Source: an optimization exercise on an open RTL-to-GDS flow (aim: small area and a short achievable clock period). Production flows keep margins and buffers that such runs may drop. Function was not checked in any run shown here: the RTL went through the layout flow alone. Power is estimated from default activity; no workload was simulated.

==> flow/design.v, too long to show whole: its modules and the start of the top module <==
// module Convolution: 1873 lines
// module fa: 4 lines
module Convolution(
    input clk,
    input rst_n,
    input in_valid,
    input weight_valid,
    input [7:0] In_IFM_1,
    input [7:0] In_IFM_2,
    input [7:0] In_IFM_3,
    input [7:0] In_IFM_4,
    input [7:0] In_IFM_5,
    input [7:0] In_IFM_6,
    input [7:0] In_IFM_7,
    input [7:0] In_IFM_8,
    input [7:0] In_IFM_9,
    input [7:0] In_Weight_1,
    input [7:0] In_Weight_2,
    input [7:0] In_Weight_3,
    input [7:0] In_Weight_4,
    input [7:0] In_Weight_5,
    input [7:0] In_Weight_6,
    input [7:0] In_Weight_7,
    input [7:0] In_Weight_8,
    input [7:0] In_Weight_9,
    output reg out_valid,
    output reg [20:0] Out_OFM
);
  // ...
==> flow/run.sh <==
#!/bin/bash
# synth_recipe.tcl (not shown) runs the flow's synth.tcl, then flattens the netlist and writes it again
# the make line also repeats each setting of config.mk as NAME=value (left out here)
make -C /OpenROAD-flow-scripts/flow DESIGN_CONFIG=/design/flow/config.mk WORK_HOME=/design/flow/orfs CLKGATE_MAP_FILE= SYNTH_SCRIPT=/design/flow/synth_recipe.tcl finish
==> flow/config.mk <==
export PLATFORM = sky130hd
export DESIGN_NAME = Convolution
export DESIGN_NICKNAME = Convolution
export VERILOG_FILES = /design/flow/design.v
export SDC_FILE = /design/flow/constraint.sdc
export NUM_CORES = 4
export LEC_CHECK = 0
export CAP_MARGIN = 20
export CORE_MARGIN = 2
export CORE_UTILIZATION = 40
export SLEW_MARGIN = 20
export SYNTH_HIERARCHICAL = 1
export SYNTH_MINIMUM_KEEP_SIZE = 0
==> flow/constraint.sdc <==
create_clock -name core_clock -period 5.5 [get_ports {clk}]
set_input_delay 1.1000 -clock core_clock [delete_from_list [all_inputs] [get_ports {clk}]]
set_output_delay 1.1000 -clock core_clock [all_outputs]
set_load 0.01 [all_outputs]
==> impl_summary.txt, run 1 <==
----------------------------------------------------
[Critical path]
  Number of buffers and inverters on the critical path ... 0
  Max stage delay cell, worst path ... sky130_fd_sc_hd__dfxtp_1
  R2r setup slk ... 2.66 ns
  CP dominant cell by count ... sky130_fd_sc_hd__fa_1
  Origin of the critical flop-to-flop path ... xn9[4]$_DFF_P_

[Power and ir drop]
  Power Clock ... 0.00393 W
  Combinational cell fraction of total power ... 36.7%
  Share of power burned in registers ... 38.8%

[Min path]
  Worst min-delay path startpoint ... r1_4$_DFF_P_
  Hold Crit Endpoint ... r2_4$_DFF_P_

[Die]
  DIE AREA ... 66,300 sq um
  Number of core rows ... 92
  Chip Height ... 257 microns

[Routing]
  Average wire length per cell after detail routing ... 26.0 microns
  Vias per inst ... 4.99
  Violation count after the first detailed-routing iteration ... 1,429

[Placed design]
  Placer Congestion ... 0.975
  Cell count after placement ... 2,864

[Synthesis]
  Fraction of the yosys area taken by sequential cells ... 42.4%
  Biggest area contributors in the synthesized netlist ... sky130_fd_sc_hd__fa_1 43%, sky130_fd_sc_hd__dfxtp_1 33%, sky130_fd_sc_hd__nor2_1 8.5%
  Post-synthesis simple-gate area fraction ... 8.97%

[Clock tree]
  Post-CTS Setup Repair Bufs ... 0
  Clock Path Buffers ... 3

[STA]
  Final total negative setup slack ... 0 ns
  Final setup violation count ... 0

[Run status]
  Run status ... no timing/DRC/antenna violations

----------------------------------------------------
==> run 2, diff against run 1 <==
--- a/flow/config.mk
+++ b/flow/config.mk
@@ -8,6 +8,7 @@
 export CAP_MARGIN = 20
 export CORE_MARGIN = 2
 export CORE_UTILIZATION = 40
+export SETUP_SLACK_MARGIN = 3.3
 export SLEW_MARGIN = 20
 export SYNTH_HIERARCHICAL = 1
 export SYNTH_MINIMUM_KEEP_SIZE = 0
==> run 2 against run 1 <==
Effect of this change:
- still clean on timing, DRC and antenna
- register-to-register slack improved by 0.49 ns
- clock power about the same
- sequential share of layout area decreased by 2.9 points
- first-iteration DRC count decreased by 16%
- sequential cell count unchanged
- utilization increased by 5.0 points
- die area unchanged
- critical path depth increased by 1
- via count increased by 3.6%
- routed wire length increased by 3.4%
- fmax increased by 21%
- final area increased by 11%
- critical path type unchanged
==> impl_summary.txt, run 2 <==
----------------------------------------------------
[Run status]
  Run status ... no timing/DRC/antenna violations

[Clock tree]
  Clock input transition at the sequential cells of the worst setup and hold paths ... 0.06 ns
  Number of clock buffers inserted by TritonCTS ... 56
  TritonCTS sink count ... 507
  Master cell of the clock root buffer ... sky130_fd_sc_hd__clkbuf_16
  # H-tree levels ... 2
  CTS tree ... yes
  Clock latency reported for the late side of the worst-skew pair ... 0.64 ns
  Clock Path Buffers ... 3 (unchanged)
  Number of hold buffers added after cts ... 0

[Die]
  DIE AREA ... 66,300 sq um (unchanged)
  Boundary pin count ... 170
  Initial standard-cell utilization of the core ... 40.6%
  Number of core rows ... 92 (unchanged)
  Std-Cell Core Area ... 63,300 sq um
  Chip Height ... 257 microns (unchanged)
  Die width ... 257 microns

[Placed design]
  Post-DP HPWL ... 62.8 mm
  Port buffer count ... 168
  Worst-case setup slack after placement ... 2.76 ns
  Placer Congestion ... 0.975 (unchanged)
  Area after DPL ... 27,900 sq um

[Critical path]
  Worst r2r path cells ... 5
  Number of buffers and inverters on the critical path ... 1 (+1)
  CP dominant cell by count ... sky130_fd_sc_hd__fa_2
  Setup crit end kind ... register
  Crit path cell chain ... buf_4, nor2_1, fa_2, fa_2, fa_2
  Required time of the critical path ... 6.07 ns
  Critical Path Fanout Max ... 4
  Type of origin of the critical path ... register
  Max stage delay cell, worst path ... sky130_fd_sc_hd__fa_2
  Largest stage delay on the critical path ... 0.56 ns
  Number of gates on the worst path with buffers counted ... 5
  Top cell family by delay on the critical path ... adder cells
  Worst setup path category ... register to register
  Data arrival time of the critical path ... 2.92 ns

[Cells and area]
  Layout cell share with drive strength beyond 1 ... 34.6%
  Max FFs per register ... 20
  Number of inserted filler cells in the final layout ... 5,298
  Layout Area Growth over Synthesis ... 28.5%
  Post-layout net count ... 2,915
  Most flop-heavy register ... Out_OFM
  Core utilization of the finished layout ... 52.1%
  Number of inserted diodes ... 0
  Final instance area ... 33,000 sq um
  Most used cells in the layout excluding fill and tap cells ... 364 x sky130_fd_sc_hd__fa_1, 354 x sky130_fd_sc_hd__dfxtp_1, 319 x sky130_fd_sc_hd__nor2_1
  Commonest non-fill, non-tap cell in the layout ... sky130_fd_sc_hd__fa_1

[Global routing]
  Met1 demand-to-capacity share in global routing ... 32.7%
  Pin count of the biggest net entering global routing ... 50
  Antenna violations before repair ... 0
  Met3 routing resource usage after global routing ... 5.36%
  Number of global-route vias before repair ... 17,500
  Gr ovfl total ... 0
  Met2 Resource Use GR ... 41.9%
  Overall routing resource usage ... 25.0%
  Global-route wire length before repair ... 117 mm
  GRT Max-Usage Layer ... met2

[Power and ir drop]
  Switching power share of the total ... 35.8%
  Tot Pwr ... 0.0164 W
  Clock network fraction of design power ... 23.9%
  Max VDD drop ... 0.271 mV
  Share of power burned in registers ... 37.1% (-1.7 points)
  Power per standard cell area ... 498 nW/um^2
  Combinational cell fraction of total power ... 38.9% (+2.2 points)
  Switching pwr ... 0.00589 W
  Leakage dissipation ... 13.7 nW
  Design internal power ... 0.0106 W

[Routing]
  Remaining design rule violation count ... 0
  Via total after detailed routing ... 15,300
  Violation count after the first detailed-routing iteration ... 1,201 (-16%)
  Average wire length per cell after detail routing ... 25.8 microns (-1.0%)
  Sum of routed wire length over all layers ... 79.9 mm
  Vias per inst ... 4.95 (-0.87%)
  Number of nets still failing antenna checks after routing ... 0
  Length of the first detailed-routing pass in iterations ... 8

[Synthesis]
  Dominant cell type by area after synthesis ... sky130_fd_sc_hd__fa_1
  Primary flip-flop cell chosen by synthesis mapping ... sky130_fd_sc_hd__dfxtp_1
  Synth async-reset ratio ... 1.18%
  EDFF count, synth ... 72
  Fraction of post-synthesis cell area in the top cell type by area ... 42.8%
  Net count after synthesis ... 2,700
  Fraction of the yosys area taken by sequential cells ... 42.4% (unchanged)
  Biggest area contributors in the synthesized netlist ... sky130_fd_sc_hd__fa_1 43%, sky130_fd_sc_hd__dfxtp_1 33%, sky130_fd_sc_hd__nor2_1 8.5%
  Unique cell type count in the Yosys netlist ... 35
  Yosys synthesis warning count ... 7
  Dominant cell by count in the synthesized netlist ... sky130_fd_sc_hd__nor2_1
  Summed instance area of the synthesized netlist ... 25,700 sq um
  Post-synthesis area per instance ... 12.9 sq um
  Post-synth top cells ... 583 x sky130_fd_sc_hd__nor2_1, 549 x sky130_fd_sc_hd__fa_1, 429 x sky130_fd_sc_hd__dfxtp_1
  Gate count of the mapped netlist ... 1,994
  Number of storage elements in the synthesis netlist ... 507

[Flow run]
  Number of max-cap violations ... 0

[Min path]
  Type of the worst min-delay path ... register to register
  Number of stages on the worst hold path ... 0

[STA]
  Achievable Freq ... 0.425 GHz
  Setup slack after layout ... 3.15 ns
  Final total negative setup slack ... 0 ns (unchanged)
  Pins over their slew limit ... 0
  Period utilisation layout ... 42.8%
  Final Skew ... 0.0359 ns
  Final setup violation count ... 0 (unchanged)
  Unrepaired setup endpoints after global routing ... yes
  Max-slew headroom ... 50.4%
  Number of failing hold endpoints at the final stage ... 0
  Minimum clock period ... 2.35 ns
  Transition time at the pin with the least slew margin ... 0.744 ns

----------------------------------------------------
run 2: changes by cell type in the layout (fill, tap and decap cells not counted), sizes merged:
cell,previous run,this run
clkdlybuf4s50,167,146
buf,3,157
run 2: worst register-to-register path: cells and delay by family, from the launching register on:
family | cells | cell delay [ns]
adder cells (fa/ha/maj) | 3 | 1.52
flip-flops | 1 | 0.41
buffers and inverters | 1 | 0.18
AND/OR/NAND/NOR | 1 | 0.17
run 2: layer usage:
layer | vias to the layer above | part of all wire [%]
met5 | - | 0
met4 | 0 | 3.4
met3 | 185 | 7.9
met2 | 686 | 49
met1 | 8134 | 40
li1 | 6330 | -
run 2: metrics by stage:
step | hold slack [ns] | std cells
2_1_floorplan | 0.310 | 1994
3_3_place_gp | 0.312 | 2864
3_5_place_dp | 0.313 | 2864
4_1_cts | 0.326 | 3096
5_1_grt | 0.327 | 3101
6_report | 0.326 | 3101
run 2: repair_timing:
item,CTS,global route
pin swaps,133,174
setup endpoints to repair,135,97
buffers inserted,128,5
resized for setup,452,356
run 2: layout make-up:
cell class	count	area, sq um	area share [%]
timing repair buffer	303	3120	9.45
clock buffer	76	1600	4.84
sequential	507	11100	33.7
tap	846	1060	3.21
multi-input combinational	1194	15200	46.1
inverter	147	552	1.67
clock inverter	28	343	1.04
run 2: kinds of logic after synthesis:
kind of cell / share of synthesized area [%]
and+or+nand+nor: 8.97
adders and majority gates: 43.2
DFF: 42.4
buffers and inverters: 4.31
AOI/OAI and AO/OA: 0.560
xor gates and xnor gates: 0.477
other: 0.0146
run 2: worst paths after layout:
| kind | startpoint | to | slack, ns |
|---|---|---|---|
| setup reg to reg | wn4[0]$_DFFE_PP_ | r0_44$_DFF_P_ | 3.15 |
| hold / removal | r2_2$_DFF_P_ | r3_2$_DFF_P_ | 0.33 |
| setup / recovery | wn4[0]$_DFFE_PP_ | r0_44$_DFF_P_ | 3.15 |
| hold reg to reg | r2_2$_DFF_P_ | r3_2$_DFF_P_ | 0.33 |
| min in group asynchronous | rst_n | vpipe[1]$_DFF_PN0_ | 0.74 |
| max in group asynchronous | rst_n | vpipe[3]$_DFF_PN0_ | 4.55 |
run 2: power groups by stage:
| stage | clock network, W | registers [W] | logic [W] |
|---|---|---|---|
| after floorplan | 0 | 0.00580 | 0.00361 |
| after global placement | 0 | 0.00627 | 0.00591 |
| after detailed placement | 0 | 0.00631 | 0.00602 |
| after CTS | 0.00402 | 0.00610 | 0.00640 |
| after global routing | 0.00416 | 0.00624 | 0.00728 |
| final | 0.00393 | 0.00611 | 0.00640 |
run 2: per-module statistics from Yosys, one instance, submodules excluded:
module,copies in the design,flops+latches,cells
Convolution,1,507,1445
fa,549,0,1
==> run 3, diff against run 2 <==
--- a/flow/config.mk
+++ b/flow/config.mk
@@ -8,7 +8,7 @@
 export CAP_MARGIN = 20
 export CORE_MARGIN = 2
 export CORE_UTILIZATION = 40
-export SETUP_SLACK_MARGIN = 3.3
+export SETUP_SLACK_MARGIN = 3.6
 export SLEW_MARGIN = 20
 export SYNTH_HIERARCHICAL = 1
 export SYNTH_MINIMUM_KEEP_SIZE = 0
==> run 3 against run 2 <==
Effect of this change:
- utilization is 3.8 points higher
- sequential power is 2% higher
- clock skew is 0.016 ns lower
- fmax is 2.2% higher
- clock power is 1% lower
- largest cell class unchanged
==> impl_summary.txt, run 3 <==
----------------------------------------------------
[Synthesis]
  Primary flip-flop cell chosen by synthesis mapping ... sky130_fd_sc_hd__dfxtp_1
  Yosys synthesis warning count ... 7 (unchanged)
  Synth async-reset ratio ... 1.18% (unchanged)
  EDFF count, synth ... 72 (unchanged)
  Number of storage elements in the synthesis netlist ... 507 (unchanged)
  Post-synth top cells ... 583 x sky130_fd_sc_hd__nor2_1, 549 x sky130_fd_sc_hd__fa_1, 429 x sky130_fd_sc_hd__dfxtp_1
  Unique cell type count in the Yosys netlist ... 35 (unchanged)
  Net count after synthesis ... 2,700 (unchanged)
  Fraction of the yosys area taken by sequential cells ... 42.4% (unchanged)
  Dominant cell type by area after synthesis ... sky130_fd_sc_hd__fa_1
  Post-synthesis area per instance ... 12.9 sq um (unchanged)
  Dominant cell by count in the synthesized netlist ... sky130_fd_sc_hd__nor2_1
  Fraction of post-synthesis cell area in the top cell type by area ... 42.8% (unchanged)
  Biggest area contributors in the synthesized netlist ... sky130_fd_sc_hd__fa_1 43%, sky130_fd_sc_hd__dfxtp_1 33%, sky130_fd_sc_hd__nor2_1 8.5%
  Summed instance area of the synthesized netlist ... 25,700 sq um (unchanged)
  Gate count of the mapped netlist ... 1,994 (unchanged)

[STA]
  Final Skew ... 0.0194 ns (-0.0164 ns)
  Final total negative setup slack ... 0 ns (unchanged)
  Setup slack after layout ... 3.20 ns (+0.0509 ns)
  Pins over their slew limit ... 0 (unchanged)
  Max-slew headroom ... 62.5% (+12 points)
  Achievable Freq ... 0.434 GHz (+2.2%)
  Minimum clock period ... 2.30 ns (-0.0509 ns)
  Unrepaired setup endpoints after global routing ... yes
  Transition time at the pin with the least slew margin ... 0.557 ns (-0.186 ns)
  Period utilisation layout ... 41.9% (-0.93 points)
  Number of failing hold endpoints at the final stage ... 0 (unchanged)
  Final setup violation count ... 0 (unchanged)

[Die]
  Number of core rows ... 92 (unchanged)
  Die width ... 257 microns (unchanged)
  Std-Cell Core Area ... 63,300 sq um (unchanged)
  DIE AREA ... 66,300 sq um (unchanged)
  Chip Height ... 257 microns (unchanged)
  Initial standard-cell utilization of the core ... 40.6% (unchanged)
  Boundary pin count ... 170 (unchanged)

[Global routing]
  Overall routing resource usage ... 24.6% (-0.40 points)
  Gr ovfl total ... 0 (unchanged)
  Antenna violations before repair ... 3 (+3)
  Pin count of the biggest net entering global routing ... 38 (-24%)
  Number of global-route vias before repair ... 17,400 (-0.59%)
  Global-route wire length before repair ... 116 mm (-0.60%)

[Critical path]
  Required time of the critical path ... 6.04 ns (-0.03 ns)
  CP dominant cell by count ... sky130_fd_sc_hd__fa_2
  Critical Path Fanout Max ... 6 (+2)
  Origin of the critical flop-to-flop path ... wn3[3]$_DFFE_PP_
  Worst r2r path cells ... 6 (+1)
  Worst setup path category ... register to register
  End of the worst register-to-register path ... r0_44$_DFF_P_
  Max stage delay cell, worst path ... sky130_fd_sc_hd__fa_2
  Number of buffers and inverters on the critical path ... 2 (+1)
  Largest stage delay on the critical path ... 0.58 ns (+0.02 ns)
  Setup crit end kind ... register
  R2r setup slk ... 3.20 ns (+0.05 ns)
  Crit path cell chain ... buf_12, buf_8, nor2_4, fa_2, fa_2, fa_2
  Type of origin of the critical path ... register
  Top cell family by delay on the critical path ... adder cells
  Data arrival time of the critical path ... 2.84 ns (-0.08 ns)

[Routing]
  Average wire length per cell after detail routing ... 25.4 microns (-1.5%)
  Sum of routed wire length over all layers ... 79.0 mm (-1.2%)
  Number of nets still failing antenna checks after routing ... 0 (unchanged)
  Remaining design rule violation count ... 0 (unchanged)
  Vias per inst ... 4.89 (-1.1%)
  Length of the first detailed-routing pass in iterations ... 5 (-3)
  Via total after detailed routing ... 15,200 (-0.82%)
  Violation count after the first detailed-routing iteration ... 965 (-20%)

[Flow run]
  Number of max-cap violations ... 0 (unchanged)

[Cells and area]
  Number of inserted diodes ... 0 (unchanged)
  Most used cells in the layout excluding fill and tap cells ... 353 x sky130_fd_sc_hd__fa_2, 314 x sky130_fd_sc_hd__dfxtp_1, 263 x sky130_fd_sc_hd__nor2_2
  Post-layout net count ... 2,927 (+0.41%)
  Commonest non-fill, non-tap cell in the layout ... sky130_fd_sc_hd__fa_2
  Layout Area Growth over Synthesis ... 37.8%
  Number of inserted filler cells in the final layout ... 5,040 (-4.9%)
  Most flop-heavy register ... Out_OFM
  Max FFs per register ... 20 (unchanged)
  Layout cell share with drive strength beyond 1 ... 53.5% (+19 points)
  Combined flip-flop and latch cell area ... 11,200 sq um (+1.1%)
  Area occupied by multi-input gates ... 16,900 sq um (+11%)

[Min path]
  Hold Crit Endpoint ... r3_7$_DFF_P_
  Number of stages on the worst hold path ... 0 (unchanged)
  Type of the worst min-delay path ... register to register
  Worst min-delay path startpoint ... r2_7$_DFF_P_

[Clock tree]
  Number of hold buffers added after cts ... 0 (unchanged)
  Master cell of the clock root buffer ... sky130_fd_sc_hd__clkbuf_16
  Clock latency reported for the late side of the worst-skew pair ... 0.62 ns (-0.02 ns)
  # H-tree levels ... 2 (unchanged)
  Clock Path Buffers ... 3 (unchanged)
  CTS tree ... yes
  Number of clock buffers inserted by TritonCTS ... 55 (-1.8%)
  Clock input transition at the sequential cells of the worst setup and hold paths ... 0.06 ns (about the same)
  TritonCTS sink count ... 507 (unchanged)

[Power and ir drop]
  Leakage dissipation ... 13.7 nW (+0.64%)
  Power per standard cell area ... 476 nW/um^2 (-4.3%)
  Max VDD drop ... 0.281 mV (+3.7%)

[Placed design]
  Worst-case setup slack after placement ... 2.78 ns (+0.0249 ns)
  Port buffer count ... 168 (unchanged)
  Post-DP HPWL ... 63.0 mm (+0.28%)
  Placer Congestion ... 0.937 (-3.9%)

[Run status]
  Run status ... no timing/DRC/antenna violations

----------------------------------------------------
run 3: cell count changes in the layout (fill, tap and decap cells not counted), sizes merged:
cell / before / now
clkbuf: 76 / 71
bufinv: 6 / 8
inv: 152 / 151
buf: 157 / 170
clkinv: 12 / 13
run 3: timing repair:
| item | 4_1_cts | 5_1_grt |
|---|---|---|
| endpoints found under the setup margin | 250 | 227 |
| pin swaps | 230 | 159 |
| resized for setup | 605 | 249 |
| setup buffers | 125 | 21 |
run 3: cells by family after synthesis:
| kind of cell | Yosys count | share of synthesized area, % |
|---|---|---|
| other cells | 1 | 0.0146 |
| buf+inv | 293 | 4.31 |
| simple gates | 601 | 8.97 |
| compound gates | 20 | 0.560 |
| xor+xnor | 14 | 0.477 |
| fa+ha+maj | 558 | 43.2 |
| flops | 507 | 42.4 |
run 3: how the worst max path moves through the flow:
stage / from / end / slack, ns / depth (start not counted)
3_3_place_gp: xn6[3]$_DFF_P_ / r0_128$_DFF_P_ / 2.79 / 4
3_5_place_dp: xn6[3]$_DFF_P_ / r0_128$_DFF_P_ / 2.78 / 4
2_1_floorplan: wn2[4]$_DFFE_PP_ / r0_84$_DFF_P_ / 3.45 / 5
6_report: wn3[3]$_DFFE_PP_ / r0_44$_DFF_P_ / 3.20 / 6
5_1_grt: wn3[3]$_DFFE_PP_ / r0_44$_DFF_P_ / 3.17 / 6
4_1_cts: wn1[2]$_DFFE_PP_ / r0_44$_DFF_P_ / 3.18 / 6
run 3: metal layers:
| metal | global-route usage (%) | part of all wire [%] |
|---|---|---|
| met4 | 5.59 | 2.5 |
| met5 | 0 | 0 |
| met1 | 32.4 | 41 |
| met2 | 41.7 | 50 |
| met3 | 5.35 | 6.3 |
run 3: power by group:
| part | switching [W] | total (W) | internal [W] | leakage, nW |
|---|---|---|---|---|
| clock network | 0.00157 | 0.00389 | 0.00232 | 0.917 |
| registers | 0.000995 | 0.00623 | 0.00524 | 4.41 |
| logic | 0.00343 | 0.00674 | 0.00331 | 8.41 |
run 3: metrics by stage:
stage | instances | power, W | cell area [sq um] | util [%] | hold WS (ns)
after global routing | 3111 | 0.0182 | 35400 | 55.9 | 0.332
after floorplan | 1994 | 0.00970 | 28200 | - | 0.310
after detailed placement | 2864 | 0.0124 | 29300 | 46.4 | 0.312
final | 3111 | 0.0169 | 35400 | 55.9 | 0.325
after CTS | 3090 | 0.0167 | 34300 | 54.3 | 0.325
after global placement | 2864 | 0.0122 | 29300 | 46.4 | 0.311
run 3: per-module statistics from Yosys (local to each module, per instance):
module	cells inside	copies in the design	area, sq um	flip-flops and latches
fa	1	549	20.0	0
Convolution	1445	1	14700	507
run 3: final cells by class:
| cell class | count | area share (%) |
|---|---|---|
| repair buffers | 316 | 10.6 |
| clock buffers | 71 | 4.26 |
| clock inverters | 30 | 1.12 |
| well taps | 846 | 2.99 |
| multi-input cells | 1194 | 47.8 |
| inverters | 147 | 1.56 |
| flip-flops and latches | 507 | 31.7 |
run 3: worst reg2reg max path: cells and delay by family (launching register included):
family                   cells  cell delay, ns
adder cells (fa/ha/maj)      3            1.44
flip-flops                   1            0.42
buffers and inverters        2            0.30
AND/OR/NAND/NOR              1            0.08

static timing again, ports no longer ideal:
How much do the figures lean on ideal ports? The routed layouts below were timed once more, with nothing changed but the port constraints.
Step 1 sets driving cells, clkbuf_16 on the clock port and buf_2 on the other inputs (assumed; they add their load-dependent delay and slew).
Step 2 also shifts input and output timing later by t, the mid clock arrival at the registers, as if the neighbouring blocks saw the same clock.
Slacks: ideal / step 1 / step 2; pairs: ideal / step 1.
| run | shift t [ns] | setup slack, ns | slew at the worst register clock pin (ns) | worst slew at a driven data input, ns | pins driven straight from the clock port |
|---|---|---|---|---|---|
| run 1 | 0.686 | 2.660 / 2.660 / 2.660 | 0.07 / 0.07 | 0.07 | 1 |
| run 2 | 0.686 | 3.147 / 3.147 / 2.905 | 0.07 / 0.07 | 0.08 | 1 |
| run 3 | 0.666 | 3.198 / 3.198 / 3.149 | 0.07 / 0.07 | 0.05 | 1 |
After both steps every run listed still meets setup and hold. For run 2, which loses most, drivers alone change the setup slack by 0.000 ns; drivers and shift together by -0.242 ns.
